Context: an optimization exercise on an open-source flow, tuned for small area, a short achievable clock period and few clock cycles per item. The choices shown serve that exercise and are no tape-out recipe. Only simulation tests tie the RTL to the original design; equivalence was not proved. Power figures rest on the tool's default switching activity, not on a simulated workload.

==> inputs of run a <==
## mult32x32
module mult32x32 (
    input logic clk,             
    input logic reset,           
    input logic start,           
    input logic [31:0] a,        
    input logic [31:0] b,        
    output logic busy,           
    output logic [63:0] product  
);
Settings: LEC_CHECK=0, CAP_MARGIN=20, CORE_MARGIN=2, CORE_UTILIZATION=40, CTS_CLUSTER_DIAMETER=100, CTS_CLUSTER_SIZE=40, SLEW_MARGIN=20, SYNTH_HIERARCHICAL=1, SYNTH_MINIMUM_KEEP_SIZE=0; clock period 12.0 ns.
standard.sh (not shown) runs the stock make flow with config.mk's settings and CLKGATE_MAP_FILE= SYNTH_SCRIPT=/design/flow/synth_recipe.tcl, a recipe that flattens the netlist after the stock synthesis.
==> flow/flow/run.sh <==
#!/bin/bash
# Standard ORFS layout, with a plain buffer on each port and a tighter
# setup target for repair_timing.
set -euo pipefail
export BUFFER_PORTS_ARGS="-buffer_cell sky130_fd_sc_hd__buf_2"
export SETUP_SLACK_MARGIN=5.5
bash standard.sh > standard.log 2>&1
==> run b: changes against run a <==
--- a/flow/config.mk
+++ b/flow/config.mk
@@ -9,5 +9,3 @@
 export CORE_MARGIN = 2
-export CORE_UTILIZATION = 40
-export CTS_CLUSTER_DIAMETER = 100
-export CTS_CLUSTER_SIZE = 40
+export CORE_UTILIZATION = 50
 export SLEW_MARGIN = 20
==> run c: changes against run a <==
--- a/flow/flow/run.sh
+++ b/flow/flow/run.sh
@@ -5,3 +5,3 @@
 export BUFFER_PORTS_ARGS="-buffer_cell sky130_fd_sc_hd__buf_2"
-export SETUP_SLACK_MARGIN=5.5
+export SETUP_SLACK_MARGIN=6.0
 bash standard.sh > standard.log 2>&1
--- a/flow/config.mk
+++ b/flow/config.mk
@@ -10,4 +10,2 @@
 export CORE_UTILIZATION = 40
-export CTS_CLUSTER_DIAMETER = 100
-export CTS_CLUSTER_SIZE = 40
 export SLEW_MARGIN = 20
==> run summary <==
hpwl dp ~76 mm; Std-Cell Rows between 90 and 100; worst-path fanout max 8; GRT Total Usage between 20% and 30%; worst-skew pair later-pin latency approximately 0.44 ns; outcome complete, no violations; final instance area between 0.03 and 0.04 mm2; Syn-to-layout area delta 10.70%
-- figures above: run a

==> run summary <==
gr ovfl total 0; P_sw around 5 mW; outcome complete, no violations; hpwl dp approximately 76 mm; Max power group combinational cells; worst-skew pair later-pin latency ~0.46 ns; P_leak roughly 13 nW; Syn-to-layout area delta 21.98%; final instance area roughly 0.034 mm2
-- figures above: run c

==> run summary <==
GRT Total Usage between 30% and 40%; Syn-to-layout area delta 10.54%; Arrival @ worst endpoint between 6 and 7 ns; Async SR Flop Fraction less than 1%; outcome complete, no violations; Std-Cell Rows 86
-- figures above: run b

Testbench counts of run a, summed over its fixed seeds: cycles 3,200, items 3,200.
Testbench counts of run b, summed over its fixed seeds: cycles 3,200, items 3,200.
Testbench counts of run c, summed over its fixed seeds: cycles 3,200, items 3,200.

========
==> 07-11: inputs <==
Starting RTL as in the previous note.
Settings: LEC_CHECK=0, CAP_MARGIN=20, CORE_MARGIN=2, CORE_UTILIZATION=40, SLEW_MARGIN=20, SYNTH_HIERARCHICAL=1, SYNTH_MINIMUM_KEEP_SIZE=0; clock period 12.0 ns.
==> flow/flow/run.sh <==
#!/bin/bash
# Standard ORFS layout, with a plain buffer on each port and a tighter
# setup target for repair_timing.
set -euo pipefail
export BUFFER_PORTS_ARGS="-buffer_cell sky130_fd_sc_hd__buf_2"
export SETUP_SLACK_MARGIN=5
bash standard.sh > standard.log 2>&1
==> inputs of 01-18, as changes to 07-11 <==
==> flow/run.sh (new file) <==
#!/bin/bash
# synth_recipe.tcl (not shown) runs the flow's synth.tcl, then flattens the netlist and writes it again
# the make line also repeats each setting of config.mk as NAME=value (left out here)
make -C /OpenROAD-flow-scripts/flow DESIGN_CONFIG=/design/flow/config.mk WORK_HOME=/design/flow/orfs CLKGATE_MAP_FILE= SYNTH_SCRIPT=/design/flow/synth_recipe.tcl finish
removed: flow/flow/run.sh
removed: flow/standard.sh
==> inputs of 03-03, as changes to 07-11 <==
==> flow/run.sh (new file) <==
#!/bin/bash
# synth_recipe.tcl (not shown) runs the flow's synth.tcl, then flattens the netlist and writes it again
# the make line also repeats each setting of config.mk as NAME=value (left out here)
make -C /OpenROAD-flow-scripts/flow DESIGN_CONFIG=/design/flow/config.mk WORK_HOME=/design/flow/orfs CLKGATE_MAP_FILE= SYNTH_SCRIPT=/design/flow/synth_recipe.tcl finish
--- a/flow/config.mk
+++ b/flow/config.mk
@@ -6,7 +6,9 @@
 export NUM_CORES = 4
 export LEC_CHECK = 0
+export ABC_AREA = 1
 export CAP_MARGIN = 20
 export CORE_MARGIN = 2
 export CORE_UTILIZATION = 40
+export SETUP_SLACK_MARGIN = 5
 export SLEW_MARGIN = 20
 export SYNTH_HIERARCHICAL = 1
removed: flow/flow/run.sh
removed: flow/standard.sh
==> run summary <==
Between 03-03 and 07-11, the lower clock power is in 03-03 (gap about 2%, measured against 07-11).
Cell area: 03-03 > 01-18 > 07-11.
The highest final cell count belongs to 03-03, the lowest to 07-11.
In sequential power, 03-03 and 01-18 hardly differ.
Non-clock buffer count: 07-11 is lower than 01-18 (15).
Global-route usage: 03-03 > 01-18 > 07-11.
Hold slack, highest first: 01-18, 07-11, 03-03.
Between 03-03 and 07-11, the lower sequential share of layout area is in 03-03 (gap 1.1 points).
Testbench counts of 07-11, summed over its fixed seeds: cycles 3,200, items 3,200.
Testbench counts of 01-18, summed over its fixed seeds: cycles 3,200, items 3,200.
Testbench counts of 03-03, summed over its fixed seeds: cycles 3,200, items 3,200.

========
==> 11-24: inputs <==
mult32x32, a different RTL version from the one above (not shown whole).
Settings: LEC_CHECK=0, CAP_MARGIN=20, CORE_MARGIN=2, CORE_UTILIZATION=40, SLEW_MARGIN=20, SYNTH_HIERARCHICAL=1, SYNTH_MINIMUM_KEEP_SIZE=0; clock period 12.0 ns.
==> flow/flow/run.sh <==
#!/bin/bash
# Standard ORFS layout, with a plain buffer on each port and a tighter
# setup target for repair_timing.
set -euo pipefail
export BUFFER_PORTS_ARGS="-buffer_cell sky130_fd_sc_hd__buf_4"
export SETUP_SLACK_MARGIN=5.5
bash standard.sh > standard.log 2>&1
==> 03-09 (differences from 11-24) <==
==> flow/flow/run.sh (replaced) <==
#!/bin/bash
# Standard ORFS layout, with a plain buffer on each port and a tighter
# setup target for repair_timing.
set -euo pipefail
export BUFFER_PORTS_ARGS="-buffer_cell sky130_fd_sc_hd__buf_2"
export SETUP_SLACK_MARGIN=5.5
bash standard.sh > standard.log 2>&1
--- a/flow/config.mk
+++ b/flow/config.mk
@@ -8,6 +8,7 @@
 export CAP_MARGIN = 20
 export CORE_MARGIN = 2
 export CORE_UTILIZATION = 40
+export GPL_ROUTABILITY_DRIVEN = 0
 export SLEW_MARGIN = 20
 export SYNTH_HIERARCHICAL = 1
 export SYNTH_MINIMUM_KEEP_SIZE = 0
==> out/summary.txt <==
Status: complete, no violations
Finished Layout Cells: 3,548
Max-Slew Margin vs Limit: 23.3%
Met1 Track Usage GR: 37.7%
Post CTS Setup Buffer Count: 9
Worst path required time: 12.16 ns
DR top layer: met4
Sequential cell area share: 12.7%
Combinational power: 0.00790 W
Area growth syn-to-layout: 12.9%
Clk cell area share: 1.97%
Routed length on met2: 42.3 mm
Crit path from: b[21]
Place WS: 4.37 ns
Lkg Pwr: 11.1 nW
Wl on met1: 38.7 mm
Clk. pwr: 0.000537 W
Dpl cells: 3,491
Combinational Power Share: 81.3%
Peak supply drop: 159 uV
Reg power frac: 13.2%
That was 03-09.
==> out/summary.txt <==
Place WS: 4.62 ns
Crit path from: b[13]
Clk. pwr: 0.000558 W
Max-Slew Margin vs Limit: 29.4%
Combinational Power Share: 81.5%
Peak supply drop: 222 uV
Area growth syn-to-layout: 13.9%
Reg power frac: 12.9%
Worst path required time: 12.19 ns
Status: complete, no violations
Dpl cells: 3,471
Post CTS Setup Buffer Count: 13
Sequential cell area share: 12.6%
That was 11-24.
Testbench counts of 11-24, summed over its fixed seeds: cycles 3,200, items 3,200.
Testbench counts of 03-09, summed over its fixed seeds: cycles 3,200, items 3,200.

========
==> job 1910: inputs <==
mult32x32 again, from the RTL that the note above started with.
clock: 12.0 ns
lec_check: 0
cap_margin: 20
core_margin: 2
core_utilization: 40
cts_buf_list: sky130_fd_sc_hd__clkbuf_4 sky130_fd_sc_hd__clkbuf_8
place_density: 0.8
slew_margin: 20
synth_hierarchical: 1
synth_minimum_keep_size: 0
==> flow/flow/run.sh <==
#!/bin/bash
# Standard ORFS layout, with a plain buffer on each port and a tighter
# setup target for repair_timing.
set -euo pipefail
export BUFFER_PORTS_ARGS="-buffer_cell sky130_fd_sc_hd__buf_2"
export SETUP_SLACK_MARGIN=5.5
bash standard.sh > standard.log 2>&1
==> inputs of job 3139, as changes to job 1910 <==
Settings changed: CTS_BUF_LIST sky130_fd_sc_hd__clkbuf_4 sky130_fd_sc_hd__clkbuf_8 to not set, PLACE_DENSITY 0.8 to not set, TNS_END_PERCENT set to 30.
==> inputs of job 4430, as changes to job 1910 <==
==> flow/flow/run.sh (replaced) <==
#!/bin/bash
# Standard ORFS layout, with a plain buffer on each port and a tighter
# setup target for repair_timing.
set -euo pipefail
export BUFFER_PORTS_ARGS="-buffer_cell sky130_fd_sc_hd__buf_1"
export SETUP_SLACK_MARGIN=5.5
bash standard.sh > standard.log 2>&1
Settings changed: CTS_BUF_LIST sky130_fd_sc_hd__clkbuf_4 sky130_fd_sc_hd__clkbuf_8 to not set, PLACE_DENSITY 0.8 to not set.
==> notes <==
Job 4430 completed with no timing, DRC or antenna violations. Job 3139 passed the timing, design-rule and antenna checks. Job 1910 finished with timing, DRC and antenna clean. Flip-flop and latch count is the same in job 3139 and job 4430. Maximum frequency, lowest first: job 4430, job 1910, job 3139. Clock power, lowest first: job 1910, job 3139, job 4430. Total power: job 4430 > job 3139 > job 1910. Of job 3139 and job 4430, job 4430 has the higher cell area (gap 1.9%, measured against job 4430). Routed wire length: job 4430 is larger than job 1910 (about 7%). Against job 1910, the critical path depth of job 3139 is lower by 1. In job 3139 the non-clock buffer count is lower than in job 4430, by 39.
Testbench counts of job 1910, summed over its fixed seeds: cycles 3,200, items 3,200.
Testbench counts of job 3139, summed over its fixed seeds: cycles 3,200, items 3,200.
Testbench counts of job 4430, summed over its fixed seeds: cycles 3,200, items 3,200.

==> static timing again, ports no longer ideal <==
Ports are ideal in the flow. The routed layouts listed here were re-timed in OpenROAD.
Step 1 (the two cells are an assumption about what drives the block):
set clk [get_ports {clk}]
set_driving_cell -lib_cell sky130_fd_sc_hd__clkbuf_16 $clk
set_driving_cell -lib_cell sky130_fd_sc_hd__buf_2 [delete_from_list [all_inputs] $clk]
Step 2, shift: input delay + t, output delay - t, t = (earliest + latest rising clock arrival at the registers) / 2. This alone moves slack from input paths to output paths.
Three values: ideal, step 1, step 2; two values: the first two.
| run | shift t [ns] | setup slack, ns | worst register clock-pin slew, ns | worst slew at a driven data input, ns | cell pins on the clock port's net |
|---|---|---|---|---|---|
| run a | 0.497 | 5.529 / 5.555 / 5.058 | 0.07 / 0.07 | 0.05 | 1 |
| run b | 0.501 | 5.544 / 5.582 / 5.081 | 0.06 / 0.06 | 0.04 | 1 |
| run c | 0.514 | 5.897 / 5.896 / 5.383 | 0.07 / 0.07 | 0.09 | 1 |
| 07-11 | 0.504 | 5.106 / 5.142 / 4.638 | 0.06 / 0.06 | 0.05 | 1 |
| 01-18 | 0.498 | 4.534 / 4.560 / 4.061 | 0.07 / 0.07 | 0.06 | 1 |
| 03-03 | 0.521 | 5.102 / 5.147 / 4.626 | 0.07 / 0.07 | 0.04 | 1 |
| 11-24 | 0.503 | 5.537 / 5.556 / 5.053 | 0.08 / 0.08 | 0.08 | 1 |
| 03-09 | 0.504 | 5.577 / 5.614 / 5.110 | 0.06 / 0.06 | 0.05 | 1 |
| job 1910 | 0.559 | 5.536 / 5.543 / 4.984 | 0.09 / 0.09 | 0.06 | 1 |
| job 3139 | 0.503 | 5.557 / 5.572 / 5.081 | 0.07 / 0.07 | 0.06 | 1 |
| job 4430 | 0.491 | 5.528 / 5.562 / 5.070 | 0.07 / 0.07 | 0.07 | 1 |
After both steps every run listed still meets setup and hold. The setup slack of job 1910, which loses most, moves by +0.007 ns with the drivers and by -0.552 ns with both steps.
